Background: an optimization exercise with open tools, aiming at small area and a short achievable clock period. Do not read the settings as production practice.
No functional check of the RTL was part of any run shown here.
No activity file was given, so power comes from the tool's default toggle rates.

### flow/design.v
module fp_add #(
    parameter pDATA_WIDTH = 64,
    parameter pEXP_WIDTH  = 11,
    parameter pFRAC_WIDTH = 52
) (
    input  [(pDATA_WIDTH-1):0] in_A,
    input  [(pDATA_WIDTH-1):0] in_B,
    input                      clk,
    input                      rst_n,
    input                      in_valid,
    output [(pDATA_WIDTH-1):0] result,
    output                     out_valid
);
    wire [10:0] ea_s0 = in_A[62:52];
    wire [10:0] eb_s0 = in_B[62:52];
    wire xa_s0 = &ea_s0;
    wire xb_s0 = &eb_s0;
    wire mza_s0 = ~|in_A[51:0];
    wire mzb_s0 = ~|in_B[51:0];
    wire nan_s0 = (xa_s0 & ~mza_s0) | (xb_s0 & ~mzb_s0) | (xa_s0 & xb_s0 & (in_A[63] ^ in_B[63]));
    wire spec_s0 = xa_s0 | xb_s0;
    wire isg_s0 = xa_s0 ? in_A[63] : in_B[63];
    wire mlt_s0;
    fpa_lt #(.N(52)) u_mlt_0 (.a(in_A[51:0]), .b(in_B[51:0]), .lt(mlt_s0));
    wire eeq_s0 = (ea_s0 == eb_s0);
    wire [11:0] dab_s0;
    wire [10:0] dba_s0;
    fpa_add #(.N(12)) u_dab_0 (.a({1'b0, ea_s0}), .b({1'b1, ~eb_s0}), .ci(1'b1), .s(dab_s0));
    fpa_add #(.N(11)) u_dba_0 (.a(eb_s0), .b(~ea_s0), .ci(1'b1), .s(dba_s0));
    wire elt_s0 = dab_s0[11];
    wire [5:0] cab_s0 = (|dab_s0[10:6]) ? 6'd63 : dab_s0[5:0];
    wire [5:0] cba_s0 = (|dba_s0[10:6]) ? 6'd63 : dba_s0[5:0];
    reg v_al;
    always @(posedge clk or negedge rst_n)
        if (!rst_n) v_al <= 1'b0;
        else v_al <= in_valid;
    reg [63:0] A_al;
    always @(posedge clk) A_al <= in_A;
    reg [63:0] B_al;
    always @(posedge clk) B_al <= in_B;
    reg [5:0] cab_al;
    always @(posedge clk) cab_al <= cab_s0;
    reg [5:0] cba_al;
    always @(posedge clk) cba_al <= cba_s0;
    reg eeq_al;
    always @(posedge clk) eeq_al <= eeq_s0;
    reg elt_al;
    always @(posedge clk) elt_al <= elt_s0;
    reg isg_al;
    always @(posedge clk) isg_al <= isg_s0;
    reg mlt_al;
    always @(posedge clk) mlt_al <= mlt_s0;
    reg nan_al;
    always @(posedge clk) nan_al <= nan_s0;
    reg spec_al;
    always @(posedge clk) spec_al <= spec_s0;
    wire swap_s1 = elt_al | (eeq_al & mlt_al);
    wire [5:0] sh_s1 = elt_al ? cba_al : cab_al;
    wire ha_s1 = |A_al[62:52];
    wire hb_s1 = |B_al[62:52];
    wire [52:0] bm_s1 = swap_s1 ? {hb_s1, B_al[51:0]} : {ha_s1, A_al[51:0]};
    wire [52:0] sm_s1 = swap_s1 ? {ha_s1, A_al[51:0]} : {hb_s1, B_al[51:0]};
    wire [10:0] be_s1 = swap_s1 ? B_al[62:52] : A_al[62:52];
    wire sgn_s1 = spec_al ? isg_al : (swap_s1 ? B_al[63] : A_al[63]);
    wire sub_s1 = A_al[63] ^ B_al[63];
    wire [55:0] al0_s1 = {sm_s1, 3'b000} >> sh_s1;
    wire [52:0] stkv_s1;
    genvar gi_1;
    for (gi_1 = 0; gi_1 < 53; gi_1 = gi_1 + 1) begin : g_stk_1
        assign stkv_s1[gi_1] = sm_s1[gi_1] & (sh_s1 >= gi_1 + 3);
    end
    wire [56:0] alx_s1 = {1'b0, al0_s1[55:1], |stkv_s1} ^ {57{sub_s1}};
    reg v_add;
    always @(posedge clk or negedge rst_n)
        if (!rst_n) v_add <= 1'b0;
        else v_add <= v_al;
    reg [56:0] alx_add;
    always @(posedge clk) alx_add <= alx_s1;
    reg [10:0] be_add;
    always @(posedge clk) be_add <= be_s1;
    reg [52:0] bm_add;
    always @(posedge clk) bm_add <= bm_s1;
    reg nan_add;
    always @(posedge clk) nan_add <= nan_al;
    reg sgn_add;
    always @(posedge clk) sgn_add <= sgn_s1;
    reg spec_add;
    always @(posedge clk) spec_add <= spec_al;
    reg sub_add;
    always @(posedge clk) sub_add <= sub_s1;
    wire [56:0] sum_s2;
    fpa_add #(.N(57)) u_add_2 (.a({1'b0, bm_add, 3'b000}), .b(alx_add), .ci(sub_add), .s(sum_s2));
    reg v_n1;
    always @(posedge clk or negedge rst_n)
        if (!rst_n) v_n1 <= 1'b0;
        else v_n1 <= v_add;
    reg [10:0] be_n1;
    always @(posedge clk) be_n1 <= be_add;
    reg nan_n1;
    always @(posedge clk) nan_n1 <= nan_add;
    reg sgn_n1;
    always @(posedge clk) sgn_n1 <= sgn_add;
    reg spec_n1;
    always @(posedge clk) spec_n1 <= spec_add;
    reg [56:0] sum_n1;
    always @(posedge clk) sum_n1 <= sum_s2;
    wire z5_s3 = ~|sum_n1[56:25];
    wire [56:0] n1_s3 = z5_s3 ? {sum_n1[24:0], 32'd0} : sum_n1;
    wire z4_s3 = ~|n1_s3[56:41];
    wire [56:0] n2_s3 = z4_s3 ? {n1_s3[40:0], 16'd0} : n1_s3;
    wire z3_s4 = ~|n2_s3[56:49];
    wire [56:0] n3_s4 = z3_s4 ? {n2_s3[48:0], 8'd0} : n2_s3;
    reg v_n3;
    always @(posedge clk or negedge rst_n)
        if (!rst_n) v_n3 <= 1'b0;
        else v_n3 <= v_n1;
    reg [10:0] be_n3;
    always @(posedge clk) be_n3 <= be_n1;
    reg [56:0] n3_n3;
    always @(posedge clk) n3_n3 <= n3_s4;
    reg nan_n3;
    always @(posedge clk) nan_n3 <= nan_n1;
    reg sgn_n3;
    always @(posedge clk) sgn_n3 <= sgn_n1;
    reg spec_n3;
    always @(posedge clk) spec_n3 <= spec_n1;
    reg z3_n3;
    always @(posedge clk) z3_n3 <= z3_s4;
    reg z4_n3;
    always @(posedge clk) z4_n3 <= z4_s3;
    reg z5_n3;
    always @(posedge clk) z5_n3 <= z5_s3;
    wire z2_s5 = ~|n3_n3[56:53];
    wire [56:0] n4_s5 = z2_s5 ? {n3_n3[52:0], 4'd0} : n3_n3;
    wire z1_s6 = ~|n4_s5[56:55];
    wire [56:0] n5_s6 = z1_s6 ? {n4_s5[54:0], 2'd0} : n4_s5;
    wire z0_s6 = ~n5_s6[56];
    wire [56:0] n6_s6 = z0_s6 ? {n5_s6[55:0], 1'd0} : n5_s6;
    wire [5:0] lz_s6 = {z5_n3, z4_n3, z3_n3, z2_s5, z1_s6, z0_s6};
    wire zero_s6 = ~n6_s6[56];
    wire [10:0] e1_s6;
    fpa_add #(.N(11)) u_e1_6 (.a(be_n3), .b({5'b11111, ~lz_s6}), .ci(1'b1), .s(e1_s6));
    wire [52:0] mant_s6 = n6_s6[56:4];
    wire rup_s6 = n6_s6[3] & (n6_s6[4] | |n6_s6[2:0]);
    reg v_r;
    always @(posedge clk or negedge rst_n)
        if (!rst_n) v_r <= 1'b0;
        else v_r <= v_n3;
    reg [10:0] e1_r;
    always @(posedge clk) e1_r <= e1_s6;
    reg [52:0] mant_r;
    always @(posedge clk) mant_r <= mant_s6;
    reg nan_r;
    always @(posedge clk) nan_r <= nan_n3;
    reg rup_r;
    always @(posedge clk) rup_r <= rup_s6;
    reg sgn_r;
    always @(posedge clk) sgn_r <= sgn_n3;
    reg spec_r;
    always @(posedge clk) spec_r <= spec_n3;
    reg zero_r;
    always @(posedge clk) zero_r <= zero_s6;
    wire [52:0] mr_s7;
    wire mc_s7;
    fpa_inc #(.N(53)) u_inc_7 (.a(mant_r), .ci(rup_r), .s(mr_s7), .co(mc_s7));
    wire [10:0] e2_s7;
    fpa_add #(.N(11)) u_einc_7 (.a(e1_r), .b({10'd0, mc_s7}), .ci(1'b1), .s(e2_s7));
    wire [63:0] res_s7 = nan_r ? 64'h7FF0000000000001 :
                       spec_r ? {sgn_r, 11'h7FF, 52'd0} :
                       zero_r ? 64'd0 : {sgn_r, e2_s7, mr_s7[51:0]};
    reg v_o;
    always @(posedge clk or negedge rst_n)
        if (!rst_n) v_o <= 1'b0;
        else v_o <= v_r;
    reg [63:0] res_o;
    always @(posedge clk) res_o <= res_s7;
    assign result = res_o;
    assign out_valid = v_o;
endmodule
module fpa_add #(parameter N = 8) (
    input  [N-1:0] a,
    input  [N-1:0] b,
    input          ci,
    output [N-1:0] s
);
    localparam M = N + 1;
    localparam L = $clog2(M);
    wire [M-1:0] g0 = {a & b, ci};
    wire [M-1:0] p0 = {a ^ b, 1'b0};
    wire [(L+1)*M-1:0] G, P;
    assign G[M-1:0] = g0;
    assign P[M-1:0] = p0;
    genvar l, i;
    generate
        for (l = 0; l < L; l = l + 1) begin : lv
            for (i = 0; i < M; i = i + 1) begin : bt
                if ((i >> l) & 1) begin : c
                    assign G[(l+1)*M+i] = G[l*M+i] | (P[l*M+i] & G[l*M+((i>>l)<<l)-1]);
                    assign P[(l+1)*M+i] = P[l*M+i] & P[l*M+((i>>l)<<l)-1];
                end else begin : w
                    assign G[(l+1)*M+i] = G[l*M+i];
                    assign P[(l+1)*M+i] = P[l*M+i];
                end
            end
        end
    endgenerate
    assign s = p0[M-1:1] ^ G[L*M +: N];
endmodule
module fpa_inc #(parameter N = 8) (
    input  [N-1:0] a,
    input          ci,
    output [N-1:0] s,
    output         co
);
    localparam M = N + 1;
    localparam L = $clog2(M);
    wire [(L+1)*M-1:0] P;
    assign P[M-1:0] = {a, ci};
    genvar l, i;
    generate
        for (l = 0; l < L; l = l + 1) begin : lv
            for (i = 0; i < M; i = i + 1) begin : bt
                if ((i >> l) & 1) begin : c
                    assign P[(l+1)*M+i] = P[l*M+i] & P[l*M+((i>>l)<<l)-1];
                end else begin : w
                    assign P[(l+1)*M+i] = P[l*M+i];
                end
            end
        end
    endgenerate
    assign s = a ^ P[L*M +: N];
    assign co = P[L*M+N];
endmodule
module fpa_lt #(parameter N = 8) (
    input  [N-1:0] a,
    input  [N-1:0] b,
    output         lt
);
    localparam L = $clog2(N);
    localparam W = 1 << L;
    wire [W-1:0] g0 = {{(W-N){1'b0}}, ~a & b};
    wire [W-1:0] e0 = {{(W-N){1'b1}}, ~(a ^ b)};
    wire [2*W-1:0] G, E;
    assign G[W +: W] = g0;
    assign E[W +: W] = e0;
    genvar i;
    generate
        for (i = 1; i < W; i = i + 1) begin : nd
            assign G[i] = G[2*i+1] | (E[2*i+1] & G[2*i]);
            assign E[i] = E[2*i+1] & E[2*i];
        end
    endgenerate
    assign lt = G[1];
endmodule
### flow/flow/run.sh
#!/bin/bash
# The standard layout (standard.sh), with timing repair aimed 9.0 ns above the required slack.
bash standard.sh SETUP_SLACK_MARGIN=9.0 finish > standard.log 2>&1
### flow/standard.sh
#!/bin/bash
# synth_recipe.tcl (not shown) runs the flow's synth.tcl, then flattens the netlist and writes it again
# the make line also repeats each setting of config.mk as NAME=value (left out here)
make -C /OpenROAD-flow-scripts/flow DESIGN_CONFIG=/design/flow/config.mk WORK_HOME=/design/flow/orfs CLKGATE_MAP_FILE= SYNTH_SCRIPT=/design/flow/synth_recipe.tcl "${@:-finish}"
### flow/config.mk
export PLATFORM = sky130hd
export DESIGN_NAME = fp_add
export DESIGN_NICKNAME = fp_add
export VERILOG_FILES = /design/flow/design.v
export SDC_FILE = /design/flow/constraint.sdc
export NUM_CORES = 8
export LEC_CHECK = 0
export CAP_MARGIN = 20
export CORE_MARGIN = 2
export CORE_UTILIZATION = 40
export SLEW_MARGIN = 20
### flow/constraint.sdc
create_clock -name core_clock -period 12.5 [get_ports {clk}]
set_input_delay 2.5000 -clock core_clock [delete_from_list [all_inputs] [get_ports {clk}]]
set_output_delay 2.5000 -clock core_clock [all_outputs]
set_load 0.01 [all_outputs]
==> results of run 1 <==
registers in the layout, summed over array words and instances (netlist names), 6 cells and up:
register,count
A_al,64
B_al,64
res_o,64
n3_n3,57
sum_n1,57
alx_add,56
bm_add,53
mant_r,53
be_add,11
be_n1,11
be_n3,11
e1_r,11
cab_al,6
cba_al,6
routing by layer:
metal	vias up	wire length [um]	global-route usage [%]	share of wire (%)
li1	11264	-	-	-
met1	11009	36800	29.8	41
met2	978	41000	38.5	46
met3	277	5550	3.37	6.2
met4	2	5730	12.0	6.4
met5	-	9	0	0.010
worst max-delay path, stage by stage:
cell and delay [ns]:
buf_12 0.09, inv_12 0.03, ha_4 0.25, nor2b_4 0.14, o21ai_2 0.07, a21o_1 0.18, a211oi_2 0.29, nor2_2 0.08
fa_2 0.36, xor2_1 0.15, o211ai_1 0.15, a21oi_4 0.21, nand2b_1 0.08
what timing repair did:
action	CTS	global route
cloned	7	2
setup buffers	26	7
gates resized for setup	593	154
endpoints found under the setup margin	245	141
pin swaps	64	36
path summary, 6_finish.rpt:
kind	start	endpoint	slack, ns	cells after the start
worst max-delay path	in_A[53]	cba_al[3]	8.44	13
worst min-delay path	sgn_add	sgn_n1	0.32	0
worst max register to register	mant_r[0]	res_o[62]	9.02	18
worst min register to register	sgn_add	sgn_n1	0.32	0
max in group asynchronous	rst_n	v_o	10.17	1
min in group asynchronous	rst_n	v_add	2.12	1
stage by stage:
stage	total power, mW	hold WS (ns)
2_1_floorplan	3.82	0.310
3_3_place_gp	4.57	0.313
3_5_place_dp	4.59	0.312
4_1_cts	6.34	0.312
5_1_grt	6.75	0.324
6_report	6.36	0.317
logic make-up after synthesis:
family | after synthesis | synth area share [%]
AO/OA/AOI/OAI | 498 | 11.2
adder cells (fa/ha/maj) | 156 | 7.13
multiplexers | 365 | 17.1
AND/OR/NAND/NOR | 1049 | 16.6
flip-flops | 554 | 38.9
buffers and inverters | 270 | 4.11
XOR/XNOR | 162 | 4.96
power groups by stage:
stage / clock network, mW / registers [mW] / logic, mW
floorplan: 0 / 2.57 / 1.25
global placement: 0 / 2.68 / 1.90
detailed placement: 0 / 2.68 / 1.91
CTS: 1.79 / 2.65 / 1.90
global route: 1.87 / 2.71 / 2.17
finish: 1.75 / 2.67 / 1.95
cell type report:
class                           instances  area [um^2]  share of cell area (%)
Tap cell                              950         1190                    3.43
Inverter                              123          494                    1.43
Timing Repair Buffer                  264         2480                    7.15
Sequential cell                       554        11100                    32.2
Clock buffer                           82         1690                    4.89
Multi-Input combinational cell       2230        17300                    50.0
Clock inverter                         26          300                   0.867
Antenna cell                            1         2.50                 0.00723
layout by cell type (no fill, tap or decap), drive strengths merged, types with 26 or more instances in the layout:
cell type    synthesis  routed
dfxtp              548     548
nand2              509     509
mux2i              248     248
nor2               179     179
buf                 80     149
ha                 144     144
inv                122     125
a21oi              123     123
o21ai              122     122
xnor2              114     114
mux4                95      95
clkbuf              67      93
nand3               69      69
nor4                62      62
nor3                61      61
xor2                48      48
nand4               43      43
dlygate4sd2          0      43
a21o                33      33
a211oi              33      33
a31oi               28      28
and2                26      26
==> impl_metrics.toml, run 1 <==
[sta]
fin_setup_tns_ns = 0
finalSetupViolCount = 0
report.final.slew_viol_count = 0
skew_ns = 0.0290
period_share_pct = 32.5
finalHoldViolations = 0
max_freq_mhz = 246
worst_slew_pin_slew_ns = 0.991
timing.slew.headroom_pct = 32.2
setup_ws_ns = 8.44
rsz0062_at_grt = "true"
fin_crit_ns = 4.06

[clocking]
cts_max_path_buffers = 3
root_buffer = "clkbuf_16"
clk_latency_ns = 0.65
tritoncts = "built"
cts_hold_buf = 0
numCtsBuffers = 58
clk_pin_slew_ns = 0.07
cts.sinks = 554
htree_levels = 2

[synthesis]
synth_top_area_cell = "dfxtp_1"
synth_async_sr_flop_share_pct = 1.08
synth_edf_count = 0
synthCells = 3054
syn_area_mm2 = 0.0286
synth_seq_area_share_pct = 38.9
synth.most_common_cell = "dfxtp_1"
ys_types = 91
avgSynthCellArea_um2 = 9.37
synthTopCellsByArea = "dfxtp_1, mux2i_1, mux4_2"
synth_flop_cell = "dfxtp_1"
synth_seq_cells = 554
yosysWarnings = 1
netlist.area_leader.share_pct = 38.3
yosys-top-cells-count = "dfxtp_1, nand2_1, mux2i_1"
syn_nets = 3341

[setup_path]
cp.arrival_ns = 4.57
path_class = "in -> reg"
startpoint_type = "input port"
setup.worst_path.end_class = "flip-flop"
worst-endpoint-required_ns = 13.02
path_max_fanout = 6

[global_routing]
groute.usage.overall_pct = 23.4
overflow = 0
grt_pass1_wl_um = 135000
grt_max_degree = 74
antenna_found_initial = 3
grt_pass1_vias = 22324

[route]
firstDrtPassIters = 6
via_count = 23530
routed_wl_um = 89100
wire_per_inst_um = 21.1
drt_iter0_drc = 2022
ant_nets = 0
remaining_drc_errors = 0
vias_per_cell = 5.56

[placement]
dp_hpwl_um = 65800
place_area_mm2 = 0.0315
dp.cells = 4079
place.gp.congestion = 0.964
preCtsSetupSlack_ns = 6.97
io_buffers = 195

[die]
initial_utilization_pct = 40.2
die_h_um = 271
coreArea_mm2 = 0.0711
die_w_um = 271
rows = 98
dieArea_mm2 = 0.0737
pin_count = 196

[finish]
areaGrowthSynthToFinish_pct = 21.0
fill_cells = 6712
final_core_util_pct = 48.7
finalNetCount = 3518
drive_above_1_share_pct = 17.7
final_cell_count_no_fill = 4230
fin_area_mm2 = 0.0346

[power]
internal_power_mw = 4.15
ir_worst_vdd_v = 0.000128
clockPowerShare_pct = 27.5
p_sw_share_pct = 34.7
pwr-share-seq_pct = 41.9
p_leak_nw = 14.4
p_per_area_mw_per_mm2 = 184
p_switching_mw = 2.21
combPwrFrac_pct = 30.6

[status]
status = "complete, no violations"

[hold_path]
hold_class = "reg -> reg"

[job]
maxCapViolations = 0
==> run 2, diff against run 1 <==
--- a/flow/design.v
+++ b/flow/design.v
@@ -11,17 +11,25 @@
     output [(pDATA_WIDTH-1):0] result,
     output                     out_valid
 );
-    wire [10:0] ea_s0 = in_A[62:52];
-    wire [10:0] eb_s0 = in_B[62:52];
+    reg v_pre;
+    always @(posedge clk or negedge rst_n)
+        if (!rst_n) v_pre <= 1'b0;
+        else v_pre <= in_valid;
+    reg [63:0] A_pre;
+    always @(posedge clk) A_pre <= in_A;
+    reg [63:0] B_pre;
+    always @(posedge clk) B_pre <= in_B;
+    wire [10:0] ea_s0 = A_pre[62:52];
+    wire [10:0] eb_s0 = B_pre[62:52];
     wire xa_s0 = &ea_s0;
     wire xb_s0 = &eb_s0;
-    wire mza_s0 = ~|in_A[51:0];
-    wire mzb_s0 = ~|in_B[51:0];
-    wire nan_s0 = (xa_s0 & ~mza_s0) | (xb_s0 & ~mzb_s0) | (xa_s0 & xb_s0 & (in_A[63] ^ in_B[63]));
+    wire mza_s0 = ~|A_pre[51:0];
+    wire mzb_s0 = ~|B_pre[51:0];
+    wire nan_s0 = (xa_s0 & ~mza_s0) | (xb_s0 & ~mzb_s0) | (xa_s0 & xb_s0 & (A_pre[63] ^ B_pre[63]));
     wire spec_s0 = xa_s0 | xb_s0;
-    wire isg_s0 = xa_s0 ? in_A[63] : in_B[63];
+    wire isg_s0 = xa_s0 ? A_pre[63] : B_pre[63];
     wire mlt_s0;
-    fpa_lt #(.N(52)) u_mlt_0 (.a(in_A[51:0]), .b(in_B[51:0]), .lt(mlt_s0));
+    fpa_lt #(.N(52)) u_mlt_0 (.a(A_pre[51:0]), .b(B_pre[51:0]), .lt(mlt_s0));
     wire eeq_s0 = (ea_s0 == eb_s0);
     wire [11:0] dab_s0;
     wire [10:0] dba_s0;
@@ -33,11 +41,11 @@
     reg v_al;
     always @(posedge clk or negedge rst_n)
         if (!rst_n) v_al <= 1'b0;
-        else v_al <= in_valid;
+        else v_al <= v_pre;
     reg [63:0] A_al;
-    always @(posedge clk) A_al <= in_A;
+    always @(posedge clk) A_al <= A_pre;
     reg [63:0] B_al;
-    always @(posedge clk) B_al <= in_B;
+    always @(posedge clk) B_al <= B_pre;
     reg [5:0] cab_al;
     always @(posedge clk) cab_al <= cab_s0;
     reg [5:0] cba_al;
==> impl_metrics.toml, run 2 <==
[synthesis]
ys_types = 91
yosys-top-cells-count = "dfxtp_1, nand2_1, mux2i_1"
synth_top_area_cell = "dfxtp_1"
avgSynthCellArea_um2 = 9.80
yosysWarnings = 1
synth_async_sr_flop_share_pct = 1.02
netlist.area_leader.share_pct = 43.4
syn_nets = 3470
synth.most_common_cell = "dfxtp_1"
synth_flop_cell = "dfxtp_1"
synthCells = 3183
synth_edf_count = 0
syn_area_mm2 = 0.0312
synth_seq_cells = 683
synthTopCellsByArea = "dfxtp_1, mux2i_1, mux4_2"
synth_seq_area_share_pct = 43.9

[sta]
fin_crit_ns = 3.59
report.final.slew_viol_count = 0
fin_setup_tns_ns = 0
period_share_pct = 28.7
skew_ns = 0.0341
timing.slew.headroom_pct = 32.8
finalHoldViolations = 0
finalSetupViolCount = 0
rsz0062_at_grt = "true"
worst_slew_pin_slew_ns = 1.01
max_freq_mhz = 279

[global_routing]
grt_pass1_vias = 23847
grt_pass1_wl_um = 144000
antenna_found_initial = 0
overflow = 0
groute.usage.overall_pct = 22.9
grt_max_degree = 74

[placement]
io_buffers = 195
dp_hpwl_um = 68600
place.gp.congestion = 0.963

[power]
p_per_area_mw_per_mm2 = 197
ir_worst_vdd_v = 0.000108
p_leak_nw = 15.4

[die]
die_h_um = 283
pin_count = 196
coreArea_mm2 = 0.0773
die_w_um = 283
initial_utilization_pct = 40.4
rows = 102
dieArea_mm2 = 0.0803

[setup_path]
path_max_fanout = 1
crit_chain = "buf_2"
setup.worst_path.end_class = "primary output"
critPathSlowestCell = "dfrtp_1"
crit_family = "flip-flops"
startpoint_type = "flip-flop"
cp.arrival_ns = 1.09
worst-endpoint-required_ns = 10.00
crit_buf_inv = 1
slowest_delay_ns = 0.35
path_class = "reg -> out"

[route]
remaining_drc_errors = 0
firstDrtPassIters = 6
wire_per_inst_um = 21.1
ant_nets = 0
drt_iter0_drc = 2113
vias_per_cell = 5.46
via_count = 24342
routed_wl_um = 94200

[finish]
final_core_util_pct = 48.4
areaGrowthSynthToFinish_pct = 20.0
diodes = 0
final_cell_mix = "dfxtp_1, nand2_1, mux2i_1"
final_common_cell = "dfxtp_1"
drive_above_1_share_pct = 14.3
finalNetCount = 3649

[clocking]
tritoncts = "built"
clk_latency_ns = 0.63
clk_pin_slew_ns = 0.06
root_buffer = "clkbuf_16"
cts.sinks = 683
numCtsBuffers = 73
htree_levels = 3
cts_max_path_buffers = 3
cts_hold_buf = 0

[hold_path]
hold_class = "reg -> reg"

[job]
maxCapViolations = 0

[status]
status = "complete, no violations"
-- run 2: changes by cell type in the layout (fill, tap and decap cells not counted), moves of 16 or more --
cell             change
dfxtp_2             +21
dlygate4sd2_1       -43
buf_6               +16
dlymetal6s2s_1      -19
dfxtp_1            +107
ha_1                +19
clkdlybuf4s50_1    +113
buf_2               -36
-- run 2: final timing paths --
path                              to  slack [ns]        from  cells after the start
max in group asynchronous        v_r       10.11       rst_n                      1
min in group asynchronous      v_pre        2.15       rst_n                      1
hold reg to reg             be_n3[4]        0.32    be_n1[4]                      0
hold / removal              be_n3[4]        0.32    be_n1[4]                      0
setup / recovery           out_valid        8.91         v_o                      1
setup reg to reg           n3_n3[24]        9.06  sum_n1[41]                     10
-- run 2: layout make-up --
cell class,count,area [um^2]
Fill cell,7273,39900
Clock buffer,98,2080
Timing Repair Buffer,250,2610
Tap cell,1040,1300
Multi-Input combinational cell,2231,16800
Inverter,123,474
Sequential cell,683,13800
Clock inverter,36,457
-- run 2: where the power goes --
part	internal [mW]	leakage [nW]	switching (mW)
logic	0.926	8.39	1.06
clock network	1.35	1.24	0.891
registers	2.70	5.78	0.463
total	4.97	15.4	2.42
-- run 2: repair_timing --
action | in CTS | in global routing
pin swaps | 12 | 11
setup buffers | 7 | 12
setup endpoints to repair | 184 | 128
resized for setup | 354 | 94
cloned | 9 | 2
-- run 2: per-layer routing --
layer / part of all wire, % / global-route usage, % / up-vias
met2: 47 / 38.1 / 1084
met4: 5.8 / 12.2 / 0
met3: 6.9 / 4.13 / 305
met1: 40 / 28.3 / 11287
met5: 0 / 0 / -
li1: - / - / 11666
-- run 2: kinds of logic (layout without fill, tap and decap cells) --
kind of cell               after synthesis  after routing  share of synthesized area, %
DFF                                    683            683                          43.9
and+or+nand+nor                       1049           1050                          15.3
xor gates and xnor gates               162            162                          4.55
buffers and inverters                  270            507                          3.77
adders and majority gates              156            156                          6.54
muxes                                  365            365                          15.7
AOI/OAI and AO/OA                      498            498                          10.3
-- run 2: stage by stage --
stage | total power [mW] | setup WS (ns) | instances | hold slack, ns | area, um^2
2_1_floorplan | 4.27 | 9.07 | 3183 | 0.310 | 31200
3_3_place_gp | 5.03 | 7.90 | 4297 | 0.311 | 34100
3_5_place_dp | 5.05 | 7.83 | 4297 | 0.312 | 34100
4_1_cts | 7.33 | 8.87 | 4447 | 0.325 | 37000
5_1_grt | 7.80 | 8.85 | 4461 | 0.327 | 37500
6_report | 7.39 | 8.91 | 4461 | 0.324 | 37500

-- separate check: timing with driven ports --
The flow's constraints put no driver on any port. The routed layouts listed below were extracted and timed again, unchanged, in two steps.
Step 1 assumes that a clkbuf_16 drives the clock port and a buf_2 every other input.
Step 2 adds t to the input delays and takes it off the output delays; t is the mean of the earliest and latest rising clock arrival at the registers after step 1. Input paths then give back, and output paths get back, about the clock's delay inside the block.
Slacks: ideal ports / drivers / drivers and shift; pairs: ideal ports / drivers.
run	t, ns	slack for setup (ns)	worst hold slack (ns)	pins driven straight from the clock port
run 1	0.691	8.442 / 8.445 / 7.754	0.317 / 0.317 / 0.317	1
run 2	0.674	8.912 / 8.849 / 9.056	0.324 / 0.324 / 0.324	1
After both steps every run listed still meets setup and hold. For run 1, which loses most, drivers alone change the setup slack by +0.003 ns; drivers and shift together by -0.688 ns.
